What follows belongs to an exercise in optimizing a design on an open flow for small area; a production flow would make more cautious choices.
In this exercise RTL edits were held to simulation tests only and were not proved equivalent to the original.
No activity file was given, so power comes from the tool's default toggle rates.

==> design.v <==
`default_nettype	none
module	wbuart(i_clk, i_rst,
		i_wb_cyc, i_wb_stb, i_wb_we, i_wb_addr, i_wb_data,
			o_wb_ack, o_wb_stall, o_wb_data,
		i_uart_rx, o_uart_tx, i_cts_n, o_rts_n,
		o_uart_rx_int, o_uart_tx_int,
		o_uart_rxfifo_int, o_uart_txfifo_int);
	input	wire		i_clk, i_rst;
	input	wire		i_wb_cyc;
	input	wire		i_wb_stb, i_wb_we;
	input	wire	[1:0]	i_wb_addr;
	input	wire	[31:0]	i_wb_data;
	output	reg		o_wb_ack;
	output	wire		o_wb_stall;
	output	reg	[31:0]	o_wb_data;
	input	wire		i_uart_rx;
	output	wire		o_uart_tx;
	input	wire		i_cts_n;
	output	reg		o_rts_n;
	output	wire		o_uart_rx_int, o_uart_tx_int,
				o_uart_rxfifo_int, o_uart_txfifo_int;
	wire	tx_busy;
	reg	[30:24]	setup_hi;
	reg	[15:0]	setup_lo;
	wire	[30:0]	uart_setup = { setup_hi, 8'h0, setup_lo };
	wire	wr_setup = (i_wb_stb)&&(i_wb_addr == 2'b00)&&(i_wb_we);
	wire	wr_rxreg = (i_wb_stb)&&(i_wb_addr == 2'b10)&&(i_wb_we);
	wire	wr_txreg = (i_wb_stb)&&(i_wb_addr == 2'b11)&&(i_wb_we);
	always @(posedge i_clk)
		if (i_rst)
		begin
			setup_hi <= 7'h0;
			setup_lo <= 16'd25;
		end else if (wr_setup)
		begin
			setup_hi <= i_wb_data[30:24];
			setup_lo <= i_wb_data[15:0];
		end
	wire		rx_stb, rx_break, rx_perr, rx_ferr, ck_uart;
	wire	[7:0]	rx_uart_data;
	reg		rx_uart_reset;
	rxuart	rx(i_clk, (i_rst)||(rx_uart_reset),
			uart_setup[29:0], i_uart_rx,
			rx_stb, rx_uart_data, rx_break,
			rx_perr, rx_ferr, ck_uart);
	wire		rx_empty_n, rx_fifo_err;
	wire	[7:0]	rxf_wb_data;
	wire	[15:0]	rxf_status;
	reg		rxf_wb_read;
	ufifo	#(.RXFIFO(1))
		rxfifo(i_clk, (i_rst)||(rx_break)||(rx_uart_reset),
			rx_stb, rx_uart_data,
			rx_empty_n,
			rxf_wb_read, rxf_wb_data,
			rxf_status, rx_fifo_err);
	assign	o_uart_rxfifo_int = rxf_status[1];
	assign	o_uart_rx_int = rxf_status[0];
	always @(posedge i_clk)
		o_rts_n <= (!uart_setup[30])&&(rxf_status[5:2] > 4'd13);
	always @(posedge i_clk)
		rxf_wb_read <= (i_wb_stb)&&(i_wb_addr[1:0]==2'b10)
				&&(!i_wb_we);
	reg	r_rx_perr;
	always @(posedge i_clk)
		if ((rx_uart_reset)||(rx_break))
			r_rx_perr <= 1'b0;
		else if (wr_rxreg)
			r_rx_perr <= (r_rx_perr)&&(!i_wb_data[9]);
		else if (rx_stb)
			r_rx_perr <= (r_rx_perr)||(rx_perr);
	always @(posedge i_clk)
		if ((i_rst)||(wr_setup))
			rx_uart_reset <= 1'b1;
		else if (wr_rxreg)
			rx_uart_reset <= i_wb_data[12];
		else
			rx_uart_reset <= 1'b0;
	wire	[31:0]	wb_rx_data;
	assign	wb_rx_data = { 16'h00,
				3'h0, rx_fifo_err,
				rx_break, rx_ferr, r_rx_perr, !rx_empty_n,
				rxf_wb_data};
	wire		tx_empty_n, txf_err;
	wire	[7:0]	tx_data;
	wire	[15:0]	txf_status;
	reg		txf_wb_write, tx_uart_reset;
	reg	[7:0]	txf_wb_data;
	always @(posedge i_clk)
	begin
		txf_wb_write <= wr_txreg;
		txf_wb_data  <= i_wb_data[7:0];
	end
	reg	r_tx_break;
	ufifo	#(.RXFIFO(0))
		txfifo(i_clk, (r_tx_break)||(tx_uart_reset),
			txf_wb_write, txf_wb_data,
			tx_empty_n,
			(!tx_busy)&&(tx_empty_n), tx_data,
			txf_status, txf_err);
	assign	o_uart_tx_int = txf_status[0];
	assign	o_uart_txfifo_int = txf_status[1];
	always @(posedge i_clk)
		if (i_rst)
			r_tx_break <= 1'b0;
		else if (wr_txreg)
			r_tx_break <= i_wb_data[9];
	always @(posedge i_clk)
		if ((i_rst)||(wr_setup))
			tx_uart_reset <= 1'b1;
		else if (wr_txreg)
			tx_uart_reset <= i_wb_data[12];
		else
			tx_uart_reset <= 1'b0;
	txuart	tx(i_clk, i_rst, uart_setup,
			r_tx_break, (tx_empty_n), tx_data,
			i_cts_n, o_uart_tx, tx_busy);
	wire	tx_busy_or_full = tx_busy | txf_status[0];
	wire	[31:0]	wb_tx_data;
	assign	wb_tx_data = { 16'h00,
				i_cts_n, txf_status[1:0], txf_err,
				ck_uart, o_uart_tx, r_tx_break, tx_busy_or_full,
				tx_busy_or_full ? txf_wb_data : 8'h00 };
	wire	[31:0]	wb_fifo_data;
	assign	wb_fifo_data = { txf_status, rxf_status };
	reg	[1:0]	r_wb_addr;
	always @(posedge i_clk)
		r_wb_addr <= i_wb_addr;
	reg	r_wb_ack;
	always @(posedge i_clk)
		r_wb_ack <= i_wb_stb;
	always @(posedge i_clk)
		o_wb_ack <= r_wb_ack;
	always @(posedge i_clk)
		case(r_wb_addr)
		2'b00: o_wb_data <= { 1'b0, uart_setup };
		2'b01:  o_wb_data <= wb_fifo_data;
		2'b10: o_wb_data <= wb_rx_data;
		2'b11: o_wb_data <= wb_tx_data;
		endcase
	assign	o_wb_stall = 1'b0;
endmodule
`default_nettype	none
module rxuart(i_clk, i_reset, i_setup, i_uart_rx, o_wr, o_data, o_break,
			o_parity_err, o_frame_err, o_ck_uart);
	input	wire		i_clk, i_reset;
	input	wire	[29:0]	i_setup;
	input	wire		i_uart_rx;
	output	reg		o_wr;
	output	reg	[7:0]	o_data;
	output	reg		o_break;
	output	reg		o_parity_err, o_frame_err;
	output	wire		o_ck_uart;
	reg	[3:0]	state;
	wire	[15:0]	r_baud_in = i_setup[15:0];
	wire	[1:0]	data_bits   = i_setup[29:28];
	wire		dblstop     = i_setup[27];
	wire		use_parity  = i_setup[26];
	wire		fixd_parity = i_setup[25];
	wire		parity_even = i_setup[24];
	reg	[15:0]	baud_counter;
	reg		zero_baud_counter;
	reg	q_uart, qq_uart, ck_uart;
	always @(posedge i_clk)
	begin
		q_uart <= i_uart_rx;
		qq_uart <= q_uart;
		ck_uart <= qq_uart;
	end
	assign	o_ck_uart = ck_uart;
	reg	[19:0]	chg_count;
	reg		cmp_break, cmp_half, chg_restart, rb_zero, rb_one;
	wire		chg_done = (chg_restart) ? rb_zero : cmp_break;
	wire		half_ok  = (chg_restart) ? rb_one  : cmp_half;
	wire		restart = (i_reset)||(qq_uart != ck_uart);
	wire	[19:0]	chg_next = (restart) ? 20'h1
				: ((chg_done) ? chg_count : chg_count + 20'h1);
	always @(posedge i_clk)
	begin
		chg_count   <= chg_next;
		chg_restart <= restart;
		cmp_break   <= (chg_next > { r_baud_in, 4'h0 });
		cmp_half    <= (r_baud_in[15:1] != 15'h0)
				&& (chg_next >= { 5'h0, r_baud_in[15:1] });
	end
	always @(posedge i_clk)
		if (state >= 4'he)
		begin
			rb_zero <= (r_baud_in == 16'h0);
			rb_one  <= (r_baud_in[15:1] == 15'h1);
		end
	always @(posedge i_clk)
		o_break <= chg_done && !ck_uart;
	reg	line_synch;
	always @(posedge i_clk)
		line_synch <= chg_done && ck_uart;
	reg	half_baud_time;
	always @(posedge i_clk)
		half_baud_time <= (!ck_uart) && half_ok;
	always @(posedge i_clk)
	begin
		if (i_reset)
			state <= 4'he;
		else if (state == 4'he)
		begin
			if (line_synch)
				state <= 4'hf;
		end else if (o_break)
			state <= 4'hd;
		else if (state == 4'hd)
		begin
			if (ck_uart)
				state <= 4'hf;
		end else if (state == 4'hf)
		begin
			if ((!ck_uart)&&(half_baud_time))
				state <= { 2'b00, data_bits };
		end else if (zero_baud_counter)
		begin
			if (state < 4'h7)
				state <= state + 1;
			else if (state == 4'h7)
				state <= (use_parity) ? 4'h8:4'h9;
			else if (state == 4'h8)
				state <= 4'h9;
			else if (state == 4'h9)
			begin
				if (!ck_uart)
					state <= 4'he;
				else if (dblstop)
					state <= 4'ha;
				else
					state <= 4'hf;
			end else begin
				if (!ck_uart)
					state <= 4'he;
				else
					state <= 4'hf;
			end
		end
	end
	reg	[7:0]	data_reg;
	always @(posedge i_clk)
		if ((zero_baud_counter)&&(state != 4'h8)
				&&(state != 4'h9))
			case (data_bits)
			2'b00: data_reg <= { ck_uart, data_reg[7:1] };
			2'b01: data_reg <= { 1'b0, ck_uart, data_reg[6:1] };
			2'b10: data_reg <= { 2'b0, ck_uart, data_reg[5:1] };
			2'b11: data_reg <= { 3'b0, ck_uart, data_reg[4:1] };
			endcase
	reg		calc_parity;
	always @(posedge i_clk)
		if (state == 4'hf)
			calc_parity <= 0;
		else if (zero_baud_counter)
			calc_parity <= calc_parity ^ ck_uart;
	always @(posedge i_clk)
		if ((zero_baud_counter)&&(state == 4'h8))
		begin
			if (fixd_parity)
				o_parity_err <= (ck_uart ^ parity_even);
			else if (parity_even)
				o_parity_err <= (calc_parity != ck_uart);
			else
				o_parity_err <= (calc_parity == ck_uart);
		end else if (state >= 4'hd)
			o_parity_err <= 1'b0;
	always @(posedge i_clk)
		if ((zero_baud_counter)&&((state == 4'h9)
						||(state == 4'ha)))
			o_frame_err <= (o_frame_err)||(!ck_uart);
		else if ((zero_baud_counter)||(state >= 4'hd))
			o_frame_err <= 1'b0;
	reg	pre_wr, data_ev;
	always @(posedge i_clk)
		if (i_reset)
			pre_wr <= 1'b0;
		else if ((zero_baud_counter)&&(state == 4'h9))
			pre_wr <= 1'b1;
		else if ((zero_baud_counter)||(state == 4'hf))
			pre_wr <= 1'b0;
	always @(posedge i_clk)
		data_ev <= (i_reset)||((zero_baud_counter)&&(state == 4'h9));
	always @(posedge i_clk)
		if (data_ev)
			o_data <= (pre_wr) ? data_reg : 8'h00;
	always @(posedge i_clk)
		if ((zero_baud_counter)||(state == 4'hf))
			o_wr <= (pre_wr)&&(!i_reset);
		else
			o_wr <= 1'b0;
	always @(posedge i_clk)
		if ((i_reset)||(zero_baud_counter)||(state >= 4'hd))
			baud_counter <= r_baud_in;
		else
			baud_counter <= baud_counter - 16'h1;
	always @(posedge i_clk)
		if (state == 4'hf)
			zero_baud_counter <= 1'b0;
		else
			zero_baud_counter <= (baud_counter == 16'h2);
endmodule
`default_nettype	none
module txuart(i_clk, i_reset, i_setup, i_break, i_wr, i_data,
		i_cts_n, o_uart_tx, o_busy);
	input	wire		i_clk, i_reset;
	input	wire	[30:0]	i_setup;
	input	wire		i_break;
	input	wire		i_wr;
	input	wire	[7:0]	i_data;
	input	wire		i_cts_n;
	output	reg		o_uart_tx;
	output	wire		o_busy;
	reg	[30:24]	r_fmt;
	reg	[15:0]	r_baud;
	wire	[1:0]	data_bits   = r_fmt[29:28];
	wire		dblstop     = r_fmt[27];
	wire		use_parity  = r_fmt[26];
	wire		fixd_parity = r_fmt[25];
	wire		parity_even = r_fmt[24];
	wire		hw_flow_control = !r_fmt[30];
	reg	[19:0]	baud_counter;
	reg	[3:0]	state;
	reg	[7:0]	lcl_data;
	reg		calc_parity, r_busy, zero_baud_counter;
	reg	q_cts_n, qq_cts_n, ck_cts;
	always	@(posedge i_clk)
	begin
		q_cts_n <= i_cts_n;
		qq_cts_n <= q_cts_n;
		ck_cts <= (!qq_cts_n)||(!hw_flow_control);
	end
	wire	start = (i_wr)&&(!r_busy);
	always @(posedge i_clk)
	begin
		if (i_reset)
		begin
			r_busy <= 1'b1;
			state <= 4'hf;
		end else if (i_break)
		begin
			state <= 4'he;
			r_busy <= 1'b1;
		end else if (!zero_baud_counter)
			r_busy <= 1'b1;
		else if (state == 4'he)
		begin
			state <= 4'hf;
			r_busy <= 1'b1;
		end else if (state == 4'hf)
		begin
			if (start)
			begin
				r_busy <= 1'b1;
				state <= { 2'b00, data_bits };
			end else
				r_busy <= !ck_cts;
		end else begin
			r_busy <= 1'b1;
			if (state[3] == 0)
			begin
				if (state == 4'h7)
					state <= (use_parity)?4'h8:4'h9;
				else
					state <= state + 1;
			end else if (state == 4'h8)
				state <= 4'h9;
			else if (state == 4'h9)
			begin
				if (dblstop)
					state <= 4'ha;
				else
					state <= 4'hf;
			end else
				state <= 4'hf;
		end
	end
	assign	o_busy = r_busy;
	always @(posedge i_clk)
		if (state == 4'hf)
		begin
			r_fmt  <= i_setup[30:24];
			r_baud <= i_setup[15:0];
		end
	always @(posedge i_clk)
		if (!r_busy)
			lcl_data <= i_data;
		else if (zero_baud_counter)
			lcl_data <= { 1'b0, lcl_data[7:1] };
	always @(posedge i_clk)
		if (i_reset)
			o_uart_tx <= 1'b1;
		else if ((i_break)||(start))
			o_uart_tx <= 1'b0;
		else if (zero_baud_counter)
			casez(state)
			4'b0???:	o_uart_tx <= lcl_data[0];
			4'h8:	o_uart_tx <= calc_parity;
			default:	o_uart_tx <= 1'b1;
			endcase
	always @(posedge i_clk)
		if (fixd_parity)
			calc_parity <= parity_even;
		else if (zero_baud_counter)
		begin
			if (state[3] == 0)
				calc_parity <= calc_parity ^ lcl_data[0];
			else
				calc_parity <= parity_even;
		end else if (!r_busy)
			calc_parity <= parity_even;
	always @(posedge i_clk)
	begin
		zero_baud_counter <= (baud_counter == 20'h02);
		if ((i_reset)||(i_break))
		begin
			baud_counter <= { r_baud, 4'h1 };
			zero_baud_counter <= 1'b0;
		end else if (!zero_baud_counter)
			baud_counter <= baud_counter - 20'h01;
		else if (state == 4'he)
			baud_counter <= { 2'b0, r_baud, 2'b01 };
		else if (state == 4'hf)
		begin
			baud_counter <= 20'h1;
			zero_baud_counter <= 1'b1;
			if (start)
			begin
				baud_counter <= { 4'h0, r_baud };
				zero_baud_counter <= 1'b0;
			end
		end else
			baud_counter <= { 4'h0, r_baud };
	end
endmodule
`default_nettype	none
module ufifo(i_clk, i_rst, i_wr, i_data, o_empty_n, i_rd, o_data, o_status, o_err);
	parameter	RXFIFO = 1'b0;
	input	wire		i_clk, i_rst;
	input	wire		i_wr;
	input	wire	[7:0]	i_data;
	output	wire		o_empty_n;
	input	wire		i_rd;
	output	wire	[7:0]	o_data;
	output	wire	[15:0]	o_status;
	output	wire		o_err;
	reg	[7:0]	mem	[1:15];
	reg	[3:0]	rp, wp, n;
	reg		ovfl;
	wire	full  = (n == 4'hf);
	wire	empty = (n == 4'h0);
	wire	do_rd = i_rd && !empty;
	wire	do_wr = i_wr && (i_rd || !full);
	wire	[3:0]	rp_adv  = do_rd ? { rp[2:0], rp[3]^rp[2] } : rp;
	wire	[3:0]	rp_next = { rp_adv[3:1], rp_adv[0] | (rp_adv == 4'h0) };
	always @(posedge i_clk)
	begin
		rp <= (RXFIFO != 0) ? rp_next : (i_rst ? 4'h1 : rp_next);
		if (i_rst)
		begin
			wp   <= (RXFIFO != 0) ? rp_next : 4'h1;
			n    <= 4'h0;
			ovfl <= 1'b0;
		end else begin
			if (do_wr)
				wp <= { wp[2:0], wp[3]^wp[2] };
			if (do_wr && !do_rd)
				n <= n + 4'h1;
			else if (do_rd && !do_wr)
				n <= n - 4'h1;
			if (i_wr && !i_rd && full)
				ovfl <= 1'b1;
		end
	end
	always @(posedge i_clk)
		if (do_wr && !i_rst)
			mem[wp] <= i_data;
	generate if (RXFIFO != 0)
	begin : RX
		reg		show;
		always @(posedge i_clk)
			show <= (n != { 3'b0, do_rd });
		assign	o_data = show ? mem[rp] : i_data;
		assign	o_status = { 4'h4, 6'h0, n, n[3], !empty };
	end else begin : TX
		assign	o_data = mem[rp];
		assign	o_status = { 4'h4, 6'h0, ~n, !n[3], full };
	end endgenerate
	assign	o_empty_n = !empty;
	assign	o_err = ovfl;
endmodule
==> flow/run.sh <==
#!/bin/bash
# Standard ORFS layout with two changes: ports get the smallest buffer
# (sky130_fd_sc_hd__buf_1), and clock tree synthesis clusters the sinks
# without dummy loads.  All of ORFS's output goes to standard.log here and
# to the per-step logs under orfs/logs/.
set -euo pipefail
export BUFFER_PORTS_ARGS="-buffer_cell sky130_fd_sc_hd__buf_1"
export CTS_ARGS="-sink_clustering_enable -repair_clock_nets -dont_use_dummy_load -sink_clustering_size 20 -sink_clustering_max_diameter 80"
bash standard.sh > standard.log 2>&1
==> standard.sh <==
#!/bin/bash
# synth_recipe.tcl (not shown) runs the flow's synth.tcl, then flattens the netlist and writes it again
# the make line also repeats each setting of config.mk as NAME=value (left out here)
make -C /OpenROAD-flow-scripts/flow DESIGN_CONFIG=/design/flow/config.mk WORK_HOME=/design/flow/orfs CLKGATE_MAP_FILE= SYNTH_SCRIPT=/design/flow/synth_recipe.tcl "${@:-finish}"
==> config.mk <==
export PLATFORM = sky130hd
export DESIGN_NAME = wbuart
export DESIGN_NICKNAME = wbuart
export VERILOG_FILES = /design/flow/design.v
export SDC_FILE = /design/flow/constraint.sdc
export NUM_CORES = 4
export LEC_CHECK = 0
export CAP_MARGIN = 20
export CORE_MARGIN = 2
export CORE_UTILIZATION = 60
export SLEW_MARGIN = 20
==> constraint.sdc <==
create_clock -name core_clock -period 10.0 [get_ports {i_clk}]
set_input_delay 2.0000 -clock core_clock [delete_from_list [all_inputs] [get_ports {i_clk}]]
set_output_delay 2.0000 -clock core_clock [all_outputs]
set_load 0.01 [all_outputs]
==> reports/metrics.csv, run 1 <==
metric;value;unit
ys async rst share;0;%
1st-iter DRT viols;1043;
Root Driver;clkbuf_16;
vias in the first global route;11600;
wire length on met3;2.29;mm
# rows;66;
top-area cell type share of the netlist area;44.6;%
DRC errors left;0;
Pwr Density;158;nW/um^2
post-layout min period;4950;ps
register clock-pin slew on the reported worst setup and hold paths;80;ps
vias per cell;5.96;
initial core utilization;61.0;%
Mapped Area;19900;um^2
most frequent cell after synthesis;edfxtp_1;
endpoint type of the worst setup path;flop;
synthesis warning total;5;
Setup Viol. Count Final;0;
Inserted Clock Buffers;28;
Worst Path Max Fanout;28;
ratio of cells with drive above 1 in the final layout;8.99;%
combined buffer and inverter count along the critical path;2;
Worst path max stage delay;600;ps
final worst-path cycle share;49.5;%
CTS tree;done;
Worst EP arrival;5400;ps
initial antenna violation count;2;
fin. max-slew vios;0;
Routed Antenna Nets;0;
Post-DP HPWL;31.8;mm
post-synthesis sequential area ratio;62.4;%
die footprint;34700;um^2
Hold Path Class;reg -> reg;
Required @ worst endpoint;10440;ps
Placed Cells;2004;
Chip Width;186;um
Post-Synthesis Cells;1544;
library cells used by synthesis;70;
slowest stage cell on the critical path;nand2_1;
outcome;complete, no violations;
H-tree levels;1;
final WL;44.6;mm
post-synthesis register bit count;473;
gpl congestion;0.895;
met2 WL;20.7;mm
NumNets Final;1694;
gr usage total;26.4;%
grt ovf;0;
final hold vios;0;
post-CTS resize count;0;
CTS Sinks;473;
worst path cell trace;buf_1, buf_4, nor2_1, nand2_1, a21oi_1, ha_1, a2111oi_0, nor4_1, o21ai_0, a31oi_1, o41a_1;
largest net degree at the start of global routing;44;
Leakage;7.53;nW
CP Launch Type;input pin;
leading area contributor after synthesis;edfxtp_1;
Max-slew headroom;28.9;%
Port Buffers;66;
achievable frequency;202;MHz
top post-synthesis cells by area;edfxtp_1, dfxtp_1, mux4_2, ha_1, nor2_1;
Max Cap Violations;0;
DR vias;12100;
Post-CTS Hold Fix Bufs;0;
Post-synth EDFFs;296;
Fill cells;2496;
CORE AREA;32600;um^2
Clock Tree Buf Depth;3;
final cell count without fillers;2034;
Worst Tran Pin Value;1070;ps
RSZ-0062 raised after global routing;no;
postcts setup bufs;0;
Crit Path Class;in -> reg;
Initial DRT Pass Iterations;5;
first-pass GRT wire length;68.8;mm
Worst-Skew Late Latency;570;ps
CP top delay family;compound AO/OA/AOI/OAI gates;
wire per inst;21.9;um
Die Y;186;um
clk_skew;24.3;ps
Main synth FF type;edfxtp_1;
biggest regs;rxfifo.mem (120), txfifo.mem (120), o_wb_data (28);
Avg Synthesized Cell Area;12.9;um^2
M1 WL;20.0;mm
top sig layer;met4;
Setup TNS;0;ps
Peak VDD IR;0.156;mV
Area Growth Syn to Fin;6.72;%
boundary pin count;81;
top cells by count, synth;edfxtp_1, dfxtp_1, nor2_1;
-- where the power goes --
part / switching (mW) / internal, mW / leakage, nW / total [mW]
sequential: 0.0469 / 2.10 / 4.23 / 2.14
clock: 0.583 / 0.495 / 0.345 / 1.08
combinational: 0.0776 / 0.0492 / 2.96 / 0.127
-- final timing paths --
check,startpoint,endpoint,slack (ps),cells after the start
setup / recovery,i_rst,rx.cmp_half$_DFF_P_,5050,11
hold / removal,rx.q_uart$_DFF_P_,rx.qq_uart$_DFF_P_,300,0
setup reg to reg,rx.chg_restart$_DFF_P_,rx.cmp_break$_DFF_P_,6350,13
hold reg to reg,rx.q_uart$_DFF_P_,rx.qq_uart$_DFF_P_,300,0
-- placed cells by master, fill, tap and decap left out, types with 9 or more instances in the layout --
cell / instances
edfxtp_1: 296
o21ai_0: 47
xnor2_1: 35
nand4_1: 13
buf_4: 16
nor4_1: 17
nor3_1: 22
a21oi_1: 101
a211oi_1: 14
dfxtp_1: 175
ha_1: 59
or2_2: 9
a31oi_1: 9
a21o_1: 10
o22ai_1: 11
o211ai_1: 9
mux2_2: 9
nand2_1: 149
mux4_2: 63
buf_1: 66
xor2_1: 24
nand3_1: 20
inv_1: 50
mux2i_1: 42
nor2_1: 160
clkbuf_16: 28
nand2b_1: 16
and2_1: 17
-- through the flow --
step           hold WS [ps]  power, mW  worst slack (ps)  instance area, um^2  util, %
2_1_floorplan           310       2.26              5470                19900        -
3_3_place_gp            311       2.31              4500                20500     62.9
3_5_place_dp            313       2.32              4570                20500     63.0
4_1_cts                 305       3.37              5120                21200     65.1
5_1_grt                 314       3.46              4740                21200     65.1
6_report                304       3.35              5050                21200     65.1
-- metal layers --
layer,up-vias,track usage [%]
li1,5737,-
met1,5955,38.1
met2,345,42.4
met3,78,3.15
met4,0,8.38
met5,-,0
-- layout make-up --
cell class	count	area [um^2]	share of cell area (%)
Antenna cell	2	5.00	0.0236
Clock buffer	28	701	3.30
Inverter	52	195	0.919
Multi-Input combinational cell	955	6990	32.9
Sequential cell	473	12400	58.5
Tap cell	442	553	2.60
Timing Repair Buffer	82	368	1.73
-- cells by family (layout without fill, tap and decap cells) --
group | count (synthesis) | in the layout | synth area share (%)
AND/OR/NAND/NOR | 473 | 473 | 11.2
other | 1 | 6 | 0.0188
adder cells (fa/ha/maj) | 61 | 61 | 3.91
XOR/XNOR | 59 | 59 | 2.60
multiplexers | 114 | 114 | 9.75
flip-flops | 473 | 473 | 62.4
buffers and inverters | 119 | 162 | 2.58
AO/OA/AOI/OAI | 244 | 244 | 7.45
==> inputs of run 2 (changes only) <==
--- a/flow/run.sh
+++ b/flow/run.sh
@@ -7,3 +7,4 @@
 export BUFFER_PORTS_ARGS="-buffer_cell sky130_fd_sc_hd__buf_1"
-export CTS_ARGS="-sink_clustering_enable -repair_clock_nets -dont_use_dummy_load -sink_clustering_size 20 -sink_clustering_max_diameter 80"
+export CTS_ARGS="-sink_clustering_enable -repair_clock_nets -dont_use_dummy_load -sink_clustering_size 16 -sink_clustering_max_diameter 70 -buf_list sky130_fd_sc_hd__clkbuf_8"
+export RECOVER_POWER=100
 bash standard.sh > standard.log 2>&1
--- a/config.mk
+++ b/config.mk
@@ -9,3 +9,3 @@
 export CORE_MARGIN = 2
-export CORE_UTILIZATION = 60
+export CORE_UTILIZATION = 75
 export SLEW_MARGIN = 20
==> reports/metrics.csv, run 2 <==
metric;value;unit;change
outcome;complete, but fails checks;;was complete, no violations
SO Faults;capacitance limit, slew limit;;
endpoint type of the worst setup path;flop;;unchanged
Area Growth Syn to Fin;4.48;%;was 6.72%
most common cell after layout, fill and taps aside;edfxtp_1;;unchanged
Worst Tran Pin Value;2710;ps;was 1070 ps
first-pass GRT wire length;68.2;mm;was 68.8 mm
Placed Cells;1894;;was 2004
Worst EP arrival;5890;ps;was 5400 ps
Hold Path Class;reg -> reg;;unchanged
CTS tree;done;;unchanged
Initial DRT Pass Iterations;5;;unchanged
register clock-pin slew on the reported worst setup and hold paths;90;ps;was 80 ps
Max Cap Violations;3;;was 0
fin. max-slew vios;93;;was 0
DRC errors left;0;;unchanged
Clock Tree Buf Depth;3;;unchanged
Max-slew headroom;-80.7;%;was 28.9%
Required @ worst endpoint;10430;ps;was 10440 ps
grt ovf;0;;unchanged
ant diodes;0;;was 2
Setup TNS;0;ps;unchanged
top post-synthesis cells by area;edfxtp_1, dfxtp_1, mux4_2, ha_1, nor2_1;;unchanged
Avg Synthesized Cell Area;12.9;um^2;unchanged
wire per inst;22.8;um;was 21.9 um
commonest cells after routing, fill and taps aside;edfxtp_1, dfxtp_1, nor2_1;;unchanged
Port Buffers;66;;unchanged
Leakage;7.36;nW;was 7.53 nW
Fill cells;1547;;was 2496
initial antenna violation count;2;;unchanged
gpl congestion;0.907;;was 0.895
ratio of cells with drive above 1 in the final layout;7.90;%;was 8.99%
postcts setup bufs;0;;unchanged
top cells by count, synth;edfxtp_1, dfxtp_1, nor2_1;;unchanged
Routed Antenna Nets;0;;unchanged
Root Driver;clkbuf_8;;was clkbuf_16
RSZ-0062 raised after global routing;no;;unchanged
synthesis warning total;5;;unchanged
Die Y;167;um;was 186 um
ys async rst share;0;%;unchanged
most frequent cell after synthesis;edfxtp_1;;unchanged
library cells used by synthesis;70;;unchanged
final worst-path cycle share;54.6;%;was 49.5%
final WL;43.9;mm;was 44.6 mm
Pwr Total;3.14;mW;was 3.35 mW
H-tree levels;2;;was 1
final cell count without fillers;1929;;was 2034
Post-DP HPWL;31.0;mm;was 31.8 mm
Design Area, Final;20800;um^2;was 21200 um^2
Post-synth EDFFs;296;;unchanged
register area;12400;um^2;about the same
Peak VDD IR;0.146;mV;was 0.156 mV
post-synthesis sequential area ratio;62.4;%;unchanged
gr usage total;32.0;%;was 26.4%
top-area cell type share of the netlist area;44.6;%;unchanged
CP Launch Type;input pin;;unchanged
Crit Path Class;in -> reg;;unchanged
clk_skew;39.7;ps;was 24.3 ps
Placed Area;20400;um^2;was 20500 um^2
Main synth FF type;edfxtp_1;;unchanged
Mapped Area;19900;um^2;unchanged
achievable frequency;183;MHz;was 202 MHz
Worst-Skew Late Latency;570;ps;about the same
1st-iter DRT viols;1526;;was 1043
utilization after layout;79.8;%;was 65.1%
CORE AREA;26100;um^2;was 32600 um^2
largest net degree at the start of global routing;44;;unchanged
initial core utilization;76.4;%;was 61.0%
Post-Synthesis Cells;1544;;unchanged
DR vias;12600;;was 12.1k
die footprint;27900;um^2;was 34700 um^2
Setup Viol. Count Final;0;;unchanged
post-CTS resize count;0;;unchanged
footprint of the multi-input gates;6960;um^2;was 6990 um^2
biggest regs;rxfifo.mem (120), txfifo.mem (120), o_wb_data (28);;unchanged
NumNets Final;1698;;was 1694
leading area contributor after synthesis;edfxtp_1;;unchanged
CTS Sinks;473;;unchanged
Chip Width;167;um;was 186 um
vias in the first global route;12100;;was 11.6k
final hold vios;0;;unchanged
Post-CTS Hold Fix Bufs;0;;unchanged
# rows;59;;was 66
Worst Path Max Fanout;28;;unchanged
post-layout min period;5460;ps;was 4950 ps
vias per cell;6.52;;was 5.96
Inserted Clock Buffers;35;;was 28
post-synthesis register bit count;473;;unchanged
Pwr Density;151;nW/um^2;was 158 nW/um^2
boundary pin count;81;;unchanged
[run 2: cell counts after synthesis]
Identical to the previous run, type by type.
[run 2: routing by layer]
metal	part of all wire, %	up-vias	GRT usage [%]
li1	-	5742	-
met1	40	6073	45.4
met2	47	658	50.7
met3	9.2	108	5.92
met4	3.4	4	11.1
met5	0.077	-	0
[run 2: cell type report]
| cell class | instances | share of cell area, % |
|---|---|---|
| Timing Repair Buffer | 79 | 1.48 |
| Multi-Input combinational cell | 955 | 33.5 |
| Inverter | 52 | 0.938 |
| Clock buffer | 35 | 2.32 |
| Sequential cell | 473 | 59.8 |
| Tap cell | 335 | 2.02 |
[run 2: logic make-up (layout without fill, tap and decap cells)]
kind of cell	Yosys count	count (layout)	synth area share, %
adders and majority gates	61	61	3.91
and+or+nand+nor	473	473	11.2
AOI/OAI and AO/OA	244	244	7.45
xor gates and xnor gates	59	59	2.60
DFF	473	473	62.4
muxes	114	114	9.75
other	1	4	0.0188
buffers and inverters	119	166	2.58
[run 2: worst paths after layout]
check / start / end / slack (ps) / cells after the start
worst max-delay path: i_rst / rx.cmp_half$_DFF_P_ / 4540 / 11
worst max register to register: rxfifo.rp[0]$_DFF_P_ / o_wb_data[7]$_DFF_P_ / 5880 / 6
worst min-delay path: rx.q_uart$_DFF_P_ / rx.qq_uart$_DFF_P_ / 330 / 0
worst min register to register: rx.q_uart$_DFF_P_ / rx.qq_uart$_DFF_P_ / 330 / 0
[run 2: worst max-delay path, stage by stage]
cell	delay [ps]
buf_1	60
clkbuf_1	1030
nor2_1	380
nand2_1	680
a21oi_1	180
ha_1	340
a2111oi_0	440
nor4_1	100
o21ai_0	210
a31oi_1	130
o41a_1	320
[run 2: metrics by stage]
step	hold WS (ps)	setup slack (ps)
2_1_floorplan	310	5470
3_3_place_gp	312	4630
3_5_place_dp	316	4660
4_1_cts	339	5200
5_1_grt	344	4250
6_report	335	4540
[run 2: report_power, final]
group          switching, mW  internal, mW  leakage, nW
Sequential            0.0477          2.10         4.23
Combinational         0.0751        0.0480         2.88
Clock                  0.558         0.316        0.252
==> inputs of run 3 (changes only) <==
--- a/flow/run.sh
+++ b/flow/run.sh
@@ -8,3 +8,2 @@
 export CTS_ARGS="-sink_clustering_enable -repair_clock_nets -dont_use_dummy_load -sink_clustering_size 16 -sink_clustering_max_diameter 70 -buf_list sky130_fd_sc_hd__clkbuf_8"
-export RECOVER_POWER=100
 bash standard.sh > standard.log 2>&1
--- a/config.mk
+++ b/config.mk
@@ -9,3 +9,3 @@
 export CORE_MARGIN = 2
-export CORE_UTILIZATION = 75
+export CORE_UTILIZATION = 70
 export SLEW_MARGIN = 20
==> reports/metrics.csv, run 3 <==
metric;value;unit;change
Placed Area;20400;um^2;about the same
register clock-pin slew on the reported worst setup and hold paths;90;ps;about the same
DRC errors left;0;;unchanged
hold path endpoint;o_wb_ack$_DFF_P_;;was rx.qq_uart$_DFF_P_
1st-iter DRT viols;1180;;was 1526
fin. max-slew vios;0;;was 93
Seq pwr share;68.4;%;was 68.3%
vias in the first global route;12100;;unchanged
die footprint;29800;um^2;was 27900 um^2
WHS Path Cells;0;;unchanged
post-synthesis sequential area ratio;62.4;%;unchanged
most frequent cell after synthesis;edfxtp_1;;unchanged
vias per cell;6.33;;was 6.52
Setup Viol. Count Final;0;;unchanged
top cells by count, synth;edfxtp_1, dfxtp_1, nor2_1;;unchanged
Routed Antenna Nets;0;;unchanged
boundary pin count;81;;unchanged
achievable frequency;204;MHz;was 183 MHz
endpoint type of the worst setup path;flop;;unchanged
Post-DP HPWL;31.3;mm;was 31.0 mm
Simple-Gate Fraction of Synth Area;11.2;%;unchanged
utilization after layout;75.1;%;was 79.8%
Root Driver;clkbuf_8;;unchanged
post-synthesis register bit count;473;;unchanged
NetSw;0.680;mW;was 0.681 mW
final worst-path cycle share;49.1;%;was 54.6%
RR Startpoint;rx.chg_restart$_DFF_P_;;was rxfifo.rp[0]$_DFF_P_
Initial DRT Pass Iterations;7;;was 5
post-CTS resize count;0;;unchanged
Leakage;7.42;nW;was 7.36 nW
Design Area, Final;20900;um^2;was 20800 um^2
leading area contributor after synthesis;edfxtp_1;;unchanged
post-layout min period;4910;ps;was 5460 ps
Synth Area in XOR/XNOR;2.60;%;unchanged
library cells used by synthesis;70;;unchanged
top-area cell type share of the netlist area;44.6;%;unchanged
DR vias;12500;;was 12.6k
CORE AREA;27900;um^2;was 26100 um^2
Worst Tran Pin Value;987;ps;was 2710 ps
Area Growth Syn to Fin;5.11;%;was 4.48%
post-synthesis adder-cell area fraction;3.91;%;unchanged
Post-Synthesis Cells;1544;;unchanged
Pwr Total;3.14;mW;about the same
initial core utilization;71.5;%;was 76.4%
Comb pwr share;3.9;%;about the same
first-pass GRT wire length;68.8;mm;was 68.2 mm
commonest cells after routing, fill and taps aside;edfxtp_1, dfxtp_1, nor2_1;;unchanged
Hold Path Class;reg -> reg;;unchanged
R2R depth;13;;was 6
CTS tree;done;;unchanged
pre-CTS WS;4580;ps;was 4660 ps
postcts setup bufs;0;;unchanged
Int Pwr;2.46;mW;about the same
Peak VDD IR;0.173;mV;was 0.146 mV
Max Cap Violations;0;;was 3
min-delay src;r_wb_ack$_DFF_P_;;was rx.q_uart$_DFF_P_
Post-CTS Hold Fix Bufs;0;;unchanged
gr usage total;30.1;%;was 32.0%
Worst Path Max Fanout;28;;unchanged
initial antenna violation count;1;;was 2
main combinational cell family by area after synthesis;simple AND/OR/NAND/NOR gates;;unchanged
Pwr Density;150;nW/um^2;was 151 nW/um^2
Inserted Clock Buffers;35;;unchanged
Mapped Area;19900;um^2;unchanged
final WL;44.4;mm;was 43.9 mm
Required @ worst endpoint;10430;ps;about the same
most common cell after layout, fill and taps aside;edfxtp_1;;unchanged
H-tree levels;2;;unchanged
grt ovf;0;;unchanged
ratio of cells with drive above 1 in the final layout;9.29;%;was 7.90%
clk_skew;35.6;ps;was 39.7 ps
top post-synthesis cells by area;edfxtp_1, dfxtp_1, mux4_2, ha_1, nor2_1;;unchanged
outcome;complete, no violations;;was complete, but fails checks
RSZ-0062 raised after global routing;no;;unchanged
CP Launch Type;input pin;;unchanged
ys async rst share;0;%;unchanged
Clock Tree Buf Depth;3;;unchanged
largest net degree at the start of global routing;44;;unchanged
Post-synth EDFFs;296;;unchanged
Sw Share;21.6;%;was 21.7%
Max-slew headroom;34.1;%;was -80.7%
clock network power share;27.7;%;was 27.8%
Worst-Skew Late Latency;560;ps;was 570 ps
# rows;61;;was 59
post-synthesis mux area share;9.75;%;unchanged
CTS Sinks;473;;unchanged
final hold vios;0;;unchanged
NumNets Final;1697;;was 1698
reg-to-reg slack, setup;6290;ps;was 5880 ps
Chip Width;173;um;was 167 um
gpl congestion;0.909;;was 0.907
Avg Synthesized Cell Area;12.9;um^2;unchanged
Die Y;173;um;was 167 um
FF-to-FF End;rx.cmp_break$_DFF_P_;;was o_wb_data[7]$_DFF_P_
Compound-Gate Fraction of Synth Area;7.45;%;unchanged
Final WS setup;5090;ps;was 4540 ps
Port Buffers;66;;unchanged
Crit Path Class;in -> reg;;unchanged
biggest regs;rxfifo.mem (120), txfifo.mem (120), o_wb_data (28);;unchanged
Setup TNS;0;ps;unchanged
wire per inst;22.5;um;was 22.8 um
Main synth FF type;edfxtp_1;;unchanged
Worst EP arrival;5340;ps;was 5890 ps
synthesis warning total;5;;unchanged
## run 3: cell counts after synthesis
No cell type changed its count.
## run 3: cells by family (layout without fill, tap and decap cells)
kind of cell               Yosys count  after routing
AOI/OAI and AO/OA                  244            244
xor gates and xnor gates            59             59
adders and majority gates           61             61
buffers and inverters              119            165
DFF                                473            473
muxes                              114            114
other                                1              5
and+or+nand+nor                    473            473
## run 3: critical path, cell delays in order
cell and delay (ps):
buf_1 80, buf_4 230, nor2_1 540, nand2_1 610
a21oi_1 400, ha_1 280, a2111oi_0 370, nor4_1 110
o21ai_0 250, a31oi_1 130, o41a_1 320
## run 3: per-stage QoR
step                      instances  hold WS, ps
after global routing           1972          349
after CTS                      1971          344
after global placement         1936          311
final                          1972          340
after detailed placement       1936          318
after floorplan                1547          310
## run 3: layout make-up
cell class | count | area [um^2]
multi-input combinational | 955 | 7000
timing repair buffer | 78 | 338
sequential | 473 | 12400
tap | 378 | 473
fill | 1858 | 6930
clock buffer | 35 | 482
antenna | 1 | 2.50
inverter | 52 | 195
## run 3: worst max path at each step
stage,to,cells after the start,slack [ps],from
floorplan,rx.cmp_break$_DFF_P_,13,5470,i_rst
global placement,rx.cmp_half$_DFF_P_,11,4680,i_rst
finish,rx.cmp_half$_DFF_P_,11,5090,i_rst
global route,rx.cmp_half$_DFF_P_,11,4950,i_rst
CTS,rx.cmp_half$_DFF_P_,11,5190,i_rst
detailed placement,rx.cmp_half$_DFF_P_,11,4580,i_rst
## run 3: per-layer routing
layer  global-route usage (%)  vias up  part of all wire (%)
met1                     44.1     6109                    42
met3                     4.53       87                   8.8
met2                     47.5      566                    47
li1                         -     5726                     -
met5                        0        -                     0
met4                     9.05        0                   3.1
## run 3: power by group through the flow
stage / clock [mW] / sequential (mW) / combinational, mW
2_1_floorplan: 0 / 2.17 / 0.0868
3_3_place_gp: 0 / 2.19 / 0.116
3_5_place_dp: 0 / 2.19 / 0.119
4_1_cts: 0.886 / 2.15 / 0.120
5_1_grt: 0.949 / 2.16 / 0.134
6_report: 0.871 / 2.15 / 0.121
==> inputs of run 4 (changes only) <==
--- a/design.v
+++ b/design.v
@@ -170,5 +170,6 @@
 	reg	[19:0]	chg_count;
-	reg		cmp_break, cmp_half, chg_restart, rb_zero, rb_one;
+	reg		cmp_break, cmp_half, chg_restart, rb_zero;
 	wire		chg_done = (chg_restart) ? rb_zero : cmp_break;
-	wire		half_ok  = (chg_restart) ? rb_one  : cmp_half;
+	wire		half_ok  = (chg_restart) ? (r_baud_in[15:1] == 15'h1)
+						: cmp_half;
 	wire		restart = (i_reset)||(qq_uart != ck_uart);
@@ -186,6 +187,3 @@
 		if (state >= 4'he)
-		begin
 			rb_zero <= (r_baud_in == 16'h0);
-			rb_one  <= (r_baud_in[15:1] == 15'h1);
-		end
 	always @(posedge i_clk)
--- a/config.mk
+++ b/config.mk
@@ -9,3 +9,3 @@
 export CORE_MARGIN = 2
-export CORE_UTILIZATION = 70
+export CORE_UTILIZATION = 75
 export SLEW_MARGIN = 20
==> reports/metrics.csv, run 4 <==
metric;value;unit;change
Setup Viol. Count Final;0;;unchanged
initial core utilization;76.1;%;was 71.5%
Area Growth Syn to Fin;4.95;%;was 5.11%
Chip Width;166;um;was 173 um
most common cell after layout, fill and taps aside;edfxtp_1;;unchanged
Worst Path Max Fanout;28;;unchanged
RR Startpoint;rx.chg_restart$_DFF_P_;;unchanged
Hold Path Class;reg -> reg;;unchanged
Worst EP arrival;5470;ps;was 5340 ps
final hold vios;0;;unchanged
CORE AREA;25900;um^2;was 27900 um^2
Post-CTS Hold Fix Bufs;0;;unchanged
min-delay src;tx.q_cts_n$_DFF_P_;;was r_wb_ack$_DFF_P_
outcome;complete, no violations;;unchanged
Inserted Clock Buffers;35;;unchanged
top post-synthesis cells by area;edfxtp_1, dfxtp_1, mux4_2, ha_1, nor2_1;;unchanged
commonest cells after routing, fill and taps aside;edfxtp_1, dfxtp_1, nor2_1;;unchanged
synthesis warning total;5;;unchanged
CP Launch Type;input pin;;unchanged
main combinational cell family by area after synthesis;simple AND/OR/NAND/NOR gates;;unchanged
Port Buffers;66;;unchanged
Worst Tran Pin Value;960;ps;was 987 ps
Mapped Area;19700;um^2;was 19900 um^2
R2R depth;11;;was 13
Setup TNS;0;ps;unchanged
fin. max-slew vios;0;;unchanged
initial antenna violation count;0;;was 1
WHS Path Cells;0;;unchanged
Main synth FF type;edfxtp_1;;unchanged
post-synthesis register bit count;472;;was 473
ys async rst share;0;%;unchanged
CTS tree;done;;unchanged
NumNets Final;1668;;was 1697
post-layout min period;5060;ps;was 4910 ps
postcts setup bufs;0;;unchanged
1st-iter DRT viols;1379;;was 1180
combined buffer and inverter count along the critical path;2;;unchanged
final WL;42.0;mm;was 44.4 mm
Routed Antenna Nets;0;;unchanged
Max-slew headroom;35.9;%;was 34.1%
Required @ worst endpoint;10410;ps;was 10430 ps
register clock-pin slew on the reported worst setup and hold paths;100;ps;was 90 ps
Clock Tree Buf Depth;3;;unchanged
gpl congestion;0.910;;was 0.909
top cells by count, synth;edfxtp_1, dfxtp_1, nor2_1;;unchanged
Initial DRT Pass Iterations;6;;was 7
achievable frequency;198;MHz;was 204 MHz
post-synthesis adder-cell area fraction;3.95;%;was 3.91%
Simple-Gate Fraction of Synth Area;10.7;%;was 11.2%
worst path cell trace;buf_1, buf_4, nor2_1, nand2_1, nor2_1, ha_1, a21o_1, a21o_1, a2111oi_0, nor3_1, a2111oi_0, a21oi_1;;was buf_1, buf_4, nor2_1, nand2_1, a21oi_1, ha_1, a2111oi_0, nor4_1, o21ai_0, a31oi_1, o41a_1
CP top delay family;simple AND/OR/NAND/NOR gates;;was compound AO/OA/AOI/OAI gates
hold path endpoint;tx.qq_cts_n$_DFF_P_;;was o_wb_ack$_DFF_P_
final worst-path cycle share;50.6;%;was 49.1%
CTS Sinks;472;;was 473
Worst-Skew Late Latency;570;ps;was 560 ps
# rows;59;;was 61
die footprint;27600;um^2;was 29800 um^2
Compound-Gate Fraction of Synth Area;7.46;%;was 7.45%
Synth Area in XOR/XNOR;2.49;%;was 2.60%
H-tree levels;2;;unchanged
most frequent cell after synthesis;edfxtp_1;;unchanged
biggest regs;rxfifo.mem (120), txfifo.mem (120), o_wb_data (28);;unchanged
post-synthesis sequential area ratio;62.9;%;was 62.4%
DRC errors left;0;;unchanged
ratio of cells with drive above 1 in the final layout;9.40;%;was 9.29%
FF-to-FF End;rx.cmp_break$_DFF_P_;;unchanged
reg-to-reg slack, setup;6260;ps;was 6290 ps
vias per cell;6.47;;was 6.33
leading area contributor after synthesis;edfxtp_1;;unchanged
Max Cap Violations;0;;unchanged
grt ovf;0;;unchanged
Peak VDD IR;0.167;mV;was 0.173 mV
top-area cell type share of the netlist area;44.9;%;was 44.6%
DR vias;12300;;was 12.5k
library cells used by synthesis;62;;was 70
Post-Synthesis Cells;1517;;was 1544
Pwr Total;3.12;mW;was 3.14 mW
Post-synth EDFFs;295;;was 296
Post-DP HPWL;30.0;mm;was 31.3 mm
Worst path max stage delay;580;ps;was 610 ps
Crit Path Class;in -> reg;;unchanged
Pwr Density;151;nW/um^2;was 150 nW/um^2
Leakage;7.30;nW;was 7.42 nW
largest net degree at the start of global routing;44;;unchanged
boundary pin count;81;;unchanged
slowest stage cell on the critical path;nand2_1;;unchanged
clk_skew;51.9;ps;was 35.6 ps
Die Y;166;um;was 173 um
post-synthesis mux area share;10.0;%;was 9.75%
Avg Synthesized Cell Area;13.0;um^2;was 12.9 um^2
ant diodes;0;;was 1
RSZ-0062 raised after global routing;no;;unchanged
endpoint type of the worst setup path;flop;;unchanged
gr usage total;31.2;%;was 30.1%
first-pass GRT wire length;66.8;mm;was 68.8 mm
wire per inst;22.1;um;was 22.5 um
vias in the first global route;12200;;was 12.1k
Root Driver;clkbuf_8;;unchanged
post-CTS resize count;0;;unchanged
-- run 4: cell count changes after synthesis, moves of 10 or more --
cell      before  now
nor2_1       161  147
nand2_1      149  133
a221oi_1       6   16
o22ai_1       11    1
o21ai_0       47   64
-- run 4: power by group --
group	total, mW	leakage (nW)	switching (mW)	internal [mW]
Sequential	2.14	4.21	0.0458	2.09
Combinational	0.117	2.83	0.0719	0.0452
Clock	0.868	0.252	0.551	0.316
Total	3.12	7.30	0.669	2.46
-- run 4: per-layer routing --
| metal | GRT usage [%] | vias up | share of wire [%] |
|---|---|---|---|
| li1 | - | 5673 | - |
| met5 | 0 | - | 0 |
| met3 | 4.72 | 100 | 7.1 |
| met4 | 10.5 | 0 | 3.5 |
| met2 | 49.9 | 524 | 48 |
| met1 | 44.9 | 5982 | 42 |
-- run 4: worst register-to-register path: stages (launching register included) --
cell	delay, ps
dfxtp_1	410
mux2_2	420
nor4_2	650
nand4_1	190
xor2_1	170
nor2_1	210
ha_1	300
a21o_1	150
a2111oi_0	400
nor3_1	100
a2111oi_0	500
a21oi_1	130
-- run 4: logic make-up (layout without fill, tap and decap cells) --
group,count (synthesis),after routing
AND/OR/NAND/NOR,449,449
flip-flops,472,472
AO/OA/AOI/OAI,242,242
multiplexers,115,115
XOR/XNOR,56,56
buffers and inverters,121,165
other,1,4
adder cells (fa/ha/maj),61,61
-- run 4: final cells by class --
| type | instances | area (um^2) |
|---|---|---|
| Sequential cell | 472 | 12400 |
| Inverter | 54 | 203 |
| Timing Repair Buffer | 76 | 320 |
| Fill cell | 1508 | 5220 |
| Multi-Input combinational cell | 927 | 6860 |
| Clock buffer | 35 | 482 |
| Tap cell | 335 | 419 |
-- run 4: worst max path at each step --
stage	to	start	slack (ps)	cells past startpoint
6_report	rx.cmp_break$_DFF_P_	i_rst	4940	12
5_1_grt	rx.cmp_break$_DFF_P_	i_rst	4650	12
4_1_cts	rx.cmp_break$_DFF_P_	i_rst	4970	12
3_5_place_dp	rx.cmp_break$_DFF_P_	i_rst	4330	12
3_3_place_gp	rx.cmp_break$_DFF_P_	i_rst	4420	12
2_1_floorplan	rx.cmp_break$_DFF_P_	i_rst	5160	13
-- run 4: stage by stage --
stage               std cells  hold WS [ps]  worst slack, ps  utilization (%)  instance area, um^2
floorplan                1520           310             5160                -                19700
global placement         1863           312             4420             77.9                20200
detailed placement       1863           339             4330             77.9                20200
CTS                      1898           349             4970             79.8                20700
global route             1899           355             4650             79.8                20700
finish                   1899           351             4940             79.8                20700
==> inputs of run 5 (changes only) <==
--- a/flow/run.sh
+++ b/flow/run.sh
@@ -7,3 +7,3 @@
 export BUFFER_PORTS_ARGS="-buffer_cell sky130_fd_sc_hd__buf_1"
-export CTS_ARGS="-sink_clustering_enable -repair_clock_nets -dont_use_dummy_load -sink_clustering_size 16 -sink_clustering_max_diameter 70 -buf_list sky130_fd_sc_hd__clkbuf_8"
+export CTS_ARGS="-sink_clustering_enable -repair_clock_nets -dont_use_dummy_load -sink_clustering_size 10 -sink_clustering_max_diameter 50 -buf_list sky130_fd_sc_hd__clkbuf_4"
 bash standard.sh > standard.log 2>&1
==> reports/metrics.csv, run 5 <==
metric;value;unit;change
NumNets Final;1686;;was 1668
slowest stage cell on the critical path;nand2_1;;unchanged
vias per cell;6.49;;was 6.47
postcts setup bufs;0;;unchanged
Leakage;7.29;nW;was 7.30 nW
FF-to-FF End;rx.cmp_break$_DFF_P_;;unchanged
CTS Sinks;472;;unchanged
Max Cap Violations;0;;unchanged
initial core utilization;76.1;%;unchanged
post-CTS resize count;0;;unchanged
RR Startpoint;rx.chg_restart$_DFF_P_;;unchanged
# rows;59;;unchanged
library cells used by synthesis;62;;unchanged
CORE AREA;25900;um^2;unchanged
wire per inst;22.0;um;was 22.1 um
DR vias;12500;;was 12.3k
Worst Path Max Fanout;28;;unchanged
Hold Path Class;reg -> reg;;unchanged
footprint of the multi-input gates;6860;um^2;unchanged
Die Y;166;um;unchanged
final WL;42.2;mm;was 42.0 mm
achievable frequency;201;MHz;was 198 MHz
Avg Synthesized Cell Area;13.0;um^2;unchanged
post-synthesis sequential area ratio;62.9;%;unchanged
combined buffer and inverter count along the critical path;2;;unchanged
register area;12400;um^2;unchanged
leading area contributor after synthesis;edfxtp_1;;unchanged
grt ovf;0;;unchanged
ratio of cells with drive above 1 in the final layout;10.4;%;was 9.40%
Design Area, Final;20600;um^2;was 20700 um^2
largest net degree at the start of global routing;44;;unchanged
Max-slew headroom;34.0;%;was 35.9%
Setup Viol. Count Final;0;;unchanged
CP top delay family;simple AND/OR/NAND/NOR gates;;unchanged
register clock-pin slew on the reported worst setup and hold paths;110;ps;was 100 ps
Worst path max stage delay;560;ps;was 580 ps
Post-DP HPWL;30.0;mm;unchanged
CP Launch Type;input pin;;unchanged
synthesis warning total;5;;unchanged
RSZ-0062 raised after global routing;no;;unchanged
endpoint type of the worst setup path;flop;;unchanged
Setup TNS;0;ps;unchanged
Initial DRT Pass Iterations;8;;was 6
gr usage total;31.3;%;was 31.2%
most common cell after layout, fill and taps aside;edfxtp_1;;unchanged
Pwr Density;148;nW/um^2;was 151 nW/um^2
gpl congestion;0.910;;unchanged
top cells by count, synth;edfxtp_1, dfxtp_1, nor2_1;;unchanged
post-synthesis register bit count;472;;unchanged
Worst EP arrival;5530;ps;was 5470 ps
clk_skew;87.3;ps;was 51.9 ps
Port Buffers;66;;unchanged
top post-synthesis cells by area;edfxtp_1, dfxtp_1, mux4_2, ha_1, nor2_1;;unchanged
commonest cells after routing, fill and taps aside;edfxtp_1, dfxtp_1, nor2_1;;unchanged
post-layout min period;4980;ps;was 5060 ps
outcome;complete, no violations;;unchanged
die footprint;27600;um^2;unchanged
biggest regs;rxfifo.mem (120), txfifo.mem (120), o_wb_data (28);;unchanged
worst path cell trace;buf_1, buf_4, nor2_1, nand2_1, nor2_1, ha_1, a21o_1, a21o_1, a2111oi_0, nor3_1, a2111oi_0, a21oi_1;;unchanged
Post-synth EDFFs;295;;unchanged
first-pass GRT wire length;67.2;mm;was 66.8 mm
Peak VDD IR;0.120;mV;was 0.167 mV
fin. max-slew vios;0;;unchanged
Post-CTS Hold Fix Bufs;0;;unchanged
boundary pin count;81;;unchanged
top-area cell type share of the netlist area;44.9;%;unchanged
Clock Tree Buf Depth;3;;unchanged
most frequent cell after synthesis;edfxtp_1;;unchanged
Post-Synthesis Cells;1517;;unchanged
Worst-Skew Late Latency;730;ps;was 570 ps
min-delay src;tx.q_cts_n$_DFF_P_;;unchanged
H-tree levels;2;;unchanged
final worst-path cycle share;49.8;%;was 50.6%
Root Driver;clkbuf_4;;was clkbuf_8
Routed Antenna Nets;0;;unchanged
final cell count without fillers;1918;;was 1899
CTS tree;done;;unchanged
Placed Area;20200;um^2;unchanged
Chip Width;166;um;unchanged
DRC errors left;0;;unchanged
Worst Tran Pin Value;988;ps;was 960 ps
WHS Path Cells;0;;unchanged
final hold vios;0;;unchanged
vias in the first global route;12200;;about the same
1st-iter DRT viols;1397;;was 1379
Inserted Clock Buffers;53;;was 35
hold path endpoint;tx.qq_cts_n$_DFF_P_;;unchanged
initial antenna violation count;1;;was 0
Main synth FF type;edfxtp_1;;unchanged
Fill cells;1539;;was 1508
ys async rst share;0;%;unchanged
reg-to-reg slack, setup;6220;ps;was 6260 ps
R2R depth;11;;unchanged
Levels on crit path;12;;unchanged
Placed Cells;1863;;unchanged
Required @ worst endpoint;10550;ps;was 10410 ps
Area Growth Syn to Fin;4.54;%;was 4.95%
Mapped Area;19700;um^2;unchanged
Crit Path Class;in -> reg;;unchanged
## run 5: cell counts after synthesis
No cell type changed its count.
## run 5: cells by family after synthesis
group / synth area share (%)
AO/OA/AOI/OAI: 7.46
flip-flops: 62.9
adder cells (fa/ha/maj): 3.95
other: 0.0190
buffers and inverters: 2.49
AND/OR/NAND/NOR: 10.7
multiplexers: 10.0
XOR/XNOR: 2.49
## run 5: worst max-delay path by stage
stage,from,end
2_1_floorplan,i_rst,rx.cmp_break$_DFF_P_
3_3_place_gp,i_rst,rx.cmp_break$_DFF_P_
3_5_place_dp,i_rst,rx.cmp_break$_DFF_P_
4_1_cts,i_rst,rx.cmp_break$_DFF_P_
5_1_grt,i_rst,rx.cmp_break$_DFF_P_
6_report,i_rst,rx.cmp_break$_DFF_P_
## run 5: cell type report
class                   instances  share of cell area, %
diodes                          1                 0.0121
clock buffers                  53                   1.93
inverters                      54                  0.984
multi-input cells             927                   33.3
flip-flops and latches        472                   60.2
well taps                     335                   2.03
repair buffers                 76                   1.55
## run 5: stage by stage
| stage | utilization [%] | hold slack (ps) | setup WS, ps | power, mW |
|---|---|---|---|---|
| 5_1_grt | 79.5 | 351 | 4850 | 3.16 |
| 2_1_floorplan | - | 310 | 5160 | 2.25 |
| 3_3_place_gp | 77.9 | 312 | 4420 | 2.29 |
| 6_report | 79.5 | 342 | 5020 | 3.06 |
| 4_1_cts | 79.4 | 352 | 5110 | 3.07 |
| 3_5_place_dp | 77.9 | 339 | 4330 | 2.30 |
## run 5: layer usage
layer	wire length, um	up-vias	track usage [%]
met1	17500	6041	45.2
li1	-	5732	-
met2	20100	571	49.8
met3	3080	107	4.41
met4	1450	0	11.3
met5	0	-	0
## run 5: report_power, final
group,leakage (nW),internal (mW),switching (mW),total [mW]
combinational,2.83,0.0452,0.0721,0.117
clock,0.244,0.244,0.559,0.803
sequential,4.21,2.09,0.0458,2.14
total,7.29,2.38,0.677,3.06
==> inputs of run 6 (changes only) <==
--- a/design.v
+++ b/design.v
@@ -319,3 +319,3 @@
 	wire		hw_flow_control = !r_fmt[30];
-	reg	[19:0]	baud_counter;
+	reg	[27:0]	baud_counter;
 	reg	[3:0]	state;
@@ -411,14 +411,14 @@
 	begin
-		zero_baud_counter <= (baud_counter == 20'h02);
+		zero_baud_counter <= (baud_counter == 28'h02);
 		if ((i_reset)||(i_break))
 		begin
-			baud_counter <= { r_baud, 4'h1 };
+			baud_counter <= { 8'h0, r_baud, 4'h1 };
 			zero_baud_counter <= 1'b0;
 		end else if (!zero_baud_counter)
-			baud_counter <= baud_counter - 20'h01;
+			baud_counter <= baud_counter - 28'h01;
 		else if (state == 4'he)
-			baud_counter <= { 2'b0, r_baud, 2'b01 };
+			baud_counter <= { 10'h0, r_baud, 2'b01 };
 		else if (state == 4'hf)
 		begin
-			baud_counter <= 20'h1;
+			baud_counter <= 28'h1;
 			zero_baud_counter <= 1'b1;
@@ -426,3 +426,3 @@
 			begin
-				baud_counter <= { 4'h0, r_baud };
+				baud_counter <= { 12'h0, r_baud };
 				zero_baud_counter <= 1'b0;
@@ -430,3 +430,3 @@
 		end else
-			baud_counter <= { 4'h0, r_baud };
+			baud_counter <= { 12'h0, r_baud };
 	end
--- a/flow/run.sh
+++ b/flow/run.sh
@@ -7,3 +7,3 @@
 export BUFFER_PORTS_ARGS="-buffer_cell sky130_fd_sc_hd__buf_1"
-export CTS_ARGS="-sink_clustering_enable -repair_clock_nets -dont_use_dummy_load -sink_clustering_size 10 -sink_clustering_max_diameter 50 -buf_list sky130_fd_sc_hd__clkbuf_4"
+export CTS_ARGS="-sink_clustering_enable -repair_clock_nets -dont_use_dummy_load -sink_clustering_size 16 -sink_clustering_max_diameter 70 -buf_list sky130_fd_sc_hd__clkbuf_8"
 bash standard.sh > standard.log 2>&1
==> reports/metrics.csv, run 6 <==
metric;value;unit;change
ant diodes;0;;was 1
wire per inst;22.0;um;about the same
Post-CTS Hold Fix Bufs;0;;unchanged
Crit Path Class;in -> reg;;unchanged
most common cell after layout, fill and taps aside;edfxtp_1;;unchanged
Hold Path Class;reg -> reg;;unchanged
post-layout min period;4560;ps;was 4980 ps
Design Area, Final;21100;um^2;was 20600 um^2
Peak VDD IR;0.126;mV;was 0.120 mV
Max-slew headroom;30.2;%;was 34.0%
RR Startpoint;rx.chg_restart$_DFF_P_;;unchanged
Required @ worst endpoint;10420;ps;was 10550 ps
Worst EP arrival;4980;ps;was 5530 ps
hold_ws;336;ps;was 342 ps
Pwr Density;150;nW/um^2;was 148 nW/um^2
vias per cell;6.49;;about the same
Main synth FF type;edfxtp_1;;unchanged
top post-synthesis cells by area;edfxtp_1, dfxtp_1, mux4_2, ha_1, nand2_1;;was edfxtp_1, dfxtp_1, mux4_2, ha_1, nor2_1
Post-Synthesis Cells;1578;;was 1517
Mapped Area;20100;um^2;was 19700 um^2
post-CTS resize count;0;;unchanged
Post-DP HPWL;30.4;mm;was 30.0 mm
library cells used by synthesis;70;;was 62
Placed Cells;1927;;was 1863
Leakage;7.51;nW;was 7.29 nW
CORE AREA;26200;um^2;was 25900 um^2
biggest regs;rxfifo.mem (120), txfifo.mem (120);;was rxfifo.mem (120), txfifo.mem (120), o_wb_data (28)
final WL;43.2;mm;was 42.2 mm
worst path cell trace;buf_1, buf_4, nor2_1, nand2_1, nor2_1, ha_1, a211o_1, o211ai_1, a21oi_1, o31ai_1, nand3b_1, o31a_1;;was buf_1, buf_4, nor2_1, nand2_1, nor2_1, ha_1, a21o_1, a21o_1, a2111oi_0, nor3_1, a2111oi_0, a21oi_1
CP most frequent cell;nor2_1;;
Worst Path Max Fanout;28;;unchanged
Worst-Skew Late Latency;560;ps;was 730 ps
top cells by count, synth;edfxtp_1, dfxtp_1, nand2_1;;was edfxtp_1, dfxtp_1, nor2_1
final worst-path cycle share;45.6;%;was 49.8%
synthesis warning total;5;;unchanged
hold path endpoint;rx.qq_uart$_DFF_P_;;was tx.qq_cts_n$_DFF_P_
Placed Area;20600;um^2;was 20200 um^2
combined buffer and inverter count along the critical path;2;;unchanged
Clock Tree Buf Depth;3;;unchanged
register area;12600;um^2;was 12400 um^2
reg-to-reg slack, setup;6680;ps;was 6220 ps
utilization after layout;80.5;%;was 79.5%
WHS Path Cells;0;;unchanged
min-delay src;rx.q_uart$_DFF_P_;;was tx.q_cts_n$_DFF_P_
FF-to-FF End;rx.cmp_break$_DFF_P_;;unchanged
grt ovf;0;;unchanged
Inserted Clock Buffers;35;;was 53
Die Y;168;um;was 166 um
initial antenna violation count;0;;was 1
DR vias;12700;;was 12.5k
boundary pin count;81;;unchanged
Setup Viol. Count Final;0;;unchanged
Area Growth Syn to Fin;4.80;%;was 4.54%
Post-synth EDFFs;295;;unchanged
endpoint type of the worst setup path;flop;;unchanged
fin. max-slew vios;0;;unchanged
clk_skew;38.2;ps;was 87.3 ps
Setup TNS;0;ps;unchanged
CP top delay family;simple AND/OR/NAND/NOR gates;;unchanged
CP Launch Type;input pin;;unchanged
final cell count without fillers;1962;;was 1918
leading area contributor after synthesis;edfxtp_1;;unchanged
Port Buffers;66;;unchanged
postcts setup bufs;0;;unchanged
die footprint;28200;um^2;was 27600 um^2
Root Driver;clkbuf_8;;was clkbuf_4
H-tree levels;2;;unchanged
1st-iter DRT viols;1354;;was 1397
DRC errors left;0;;unchanged
post-synthesis sequential area ratio;62.4;%;was 62.9%
RSZ-0062 raised after global routing;no;;unchanged
largest net degree at the start of global routing;44;;unchanged
ys async rst share;0;%;unchanged
outcome;complete, no violations;;unchanged
# rows;59;;unchanged
Chip Width;168;um;was 166 um
Routed Antenna Nets;0;;unchanged
most frequent cell after synthesis;edfxtp_1;;unchanged
Worst Tran Pin Value;1040;ps;was 988 ps
register clock-pin slew on the reported worst setup and hold paths;90;ps;was 110 ps
ratio of cells with drive above 1 in the final layout;8.85;%;was 10.4%
first-pass GRT wire length;67.4;mm;was 67.2 mm
gr usage total;31.1;%;was 31.3%
CTS Sinks;480;;was 472
slowest stage cell on the critical path;nand2_1;;unchanged
R2R depth;12;;was 11
gpl congestion;0.927;;was 0.910
NumNets Final;1731;;was 1686
Max Cap Violations;0;;unchanged
top-area cell type share of the netlist area;44.0;%;was 44.9%
CTS tree;done;;unchanged
post-synthesis register bit count;480;;was 472
final hold vios;0;;unchanged
achievable frequency;219;MHz;was 201 MHz
Avg Synthesized Cell Area;12.8;um^2;was 13.0 um^2
initial core utilization;76.8;%;was 76.1%
Worst path max stage delay;550;ps;was 560 ps
Fill cells;1483;;was 1539
footprint of the multi-input gates;7110;um^2;was 6860 um^2
Initial DRT Pass Iterations;8;;unchanged
commonest cells after routing, fill and taps aside;edfxtp_1, dfxtp_1, nand2_1;;was edfxtp_1, dfxtp_1, nor2_1
vias in the first global route;12400;;was 12.2k
## run 6: cell count changes after synthesis, moves of 5 or more
cell	before	now
nor4_1	17	12
a221oi_1	16	6
o21ai_0	64	74
nand3_1	23	28
a222oi_1	0	6
xor2_1	24	37
nor2_1	147	152
o21a_1	4	10
nand2_1	133	172
dfxtp_1	177	185
mux2_2	15	7
o31ai_1	12	6
a21oi_1	92	83
o31a_1	0	6
## run 6: cells by family (layout without fill, tap and decap cells)
kind of cell    Yosys count  in the layout  synth area share, %
compound gates          246            246                 7.42
xor+xnor                 66             66                 2.87
fa+ha+maj                61             61                 3.87
buf+inv                 119            165                 2.42
flops                   480            480                 62.4
mux                     107            107                 9.30
other cells               1              4               0.0186
simple gates            498            498                 11.7
## run 6: through the flow
stage / power [mW] / worst slack (ps)
2_1_floorplan: 2.29 / 5660
3_3_place_gp: 2.33 / 5020
3_5_place_dp: 2.34 / 4940
4_1_cts: 3.18 / 5480
5_1_grt: 3.27 / 5220
6_report: 3.17 / 5440
## run 6: power by group
| group | total [mW] | switching (mW) | leakage, nW | internal [mW] |
|---|---|---|---|---|
| Sequential | 2.17 | 0.0455 | 4.28 | 2.13 |
| Clock | 0.877 | 0.560 | 0.252 | 0.317 |
| Combinational | 0.125 | 0.0758 | 2.99 | 0.0490 |
| Total | 3.17 | 0.681 | 7.51 | 2.49 |
## run 6: metal layers
metal	track usage, %	vias to the layer above	wire, um
met5	0	-	0
met4	10.4	0	1300
met3	4.33	88	3530
met2	49.4	622	20400
met1	45.2	6193	17900
li1	-	5829	-
## run 6: final cells by class
| cell class | instances | area share [%] |
|---|---|---|
| sequential | 480 | 59.6 |
| multi-input combinational | 982 | 33.7 |
| clock buffer | 35 | 2.28 |
| tap | 335 | 1.99 |
| timing repair buffer | 76 | 1.53 |
| inverter | 54 | 0.961 |
## run 6: worst max path at each step
stage / start / to / depth (start not counted)
after floorplan: i_rst / rx.cmp_break$_DFF_P_ / 13
after global placement: i_rst / rx.cmp_break$_DFF_P_ / 12
after detailed placement: i_rst / rx.cmp_break$_DFF_P_ / 12
after CTS: i_rst / rx.cmp_break$_DFF_P_ / 12
after global routing: i_rst / rx.cmp_break$_DFF_P_ / 12
final: i_rst / rx.cmp_break$_DFF_P_ / 12

what the ideal ports hide:
The results above use ideal ports. As a check the final layouts listed here were re-extracted and re-timed, cells and wires unchanged.
Step 1, drivers: a clkbuf_16 drives i_clk and a buf_2 each remaining input, both assumed.
Step 2 times the ports against the registers' clock, not the clock port: input delays grow and output delays shrink by t, the midpoint of the rising clock arrivals with the driver on.
Slacks: ideal / step 1 / step 2; pairs: ideal / step 1.
run	t, ns	setup slack, ns	worst hold slack (ns)	worst setup path at the end
run 1	0.611	5.049 / 5.086 / 4.475	0.304 / 0.304 / 0.304	input to register
run 2	0.599	4.536 / 4.554 / 3.954	0.335 / 0.335 / 0.335	input to register
run 3	0.593	5.092 / 5.114 / 4.521	0.340 / 0.340 / 0.340	input to register
run 4	0.593	4.937 / 4.963 / 4.370	0.351 / 0.351 / 0.351	input to register
run 5	0.733	5.024 / 5.044 / 4.311	0.342 / 0.342 / 0.342	input to register
run 6	0.591	5.442 / 5.471 / 4.880	0.336 / 0.336 / 0.336	input to register
The setup slack of run 5, which loses most, moves by +0.020 ns with the drivers and by -0.713 ns with both steps.
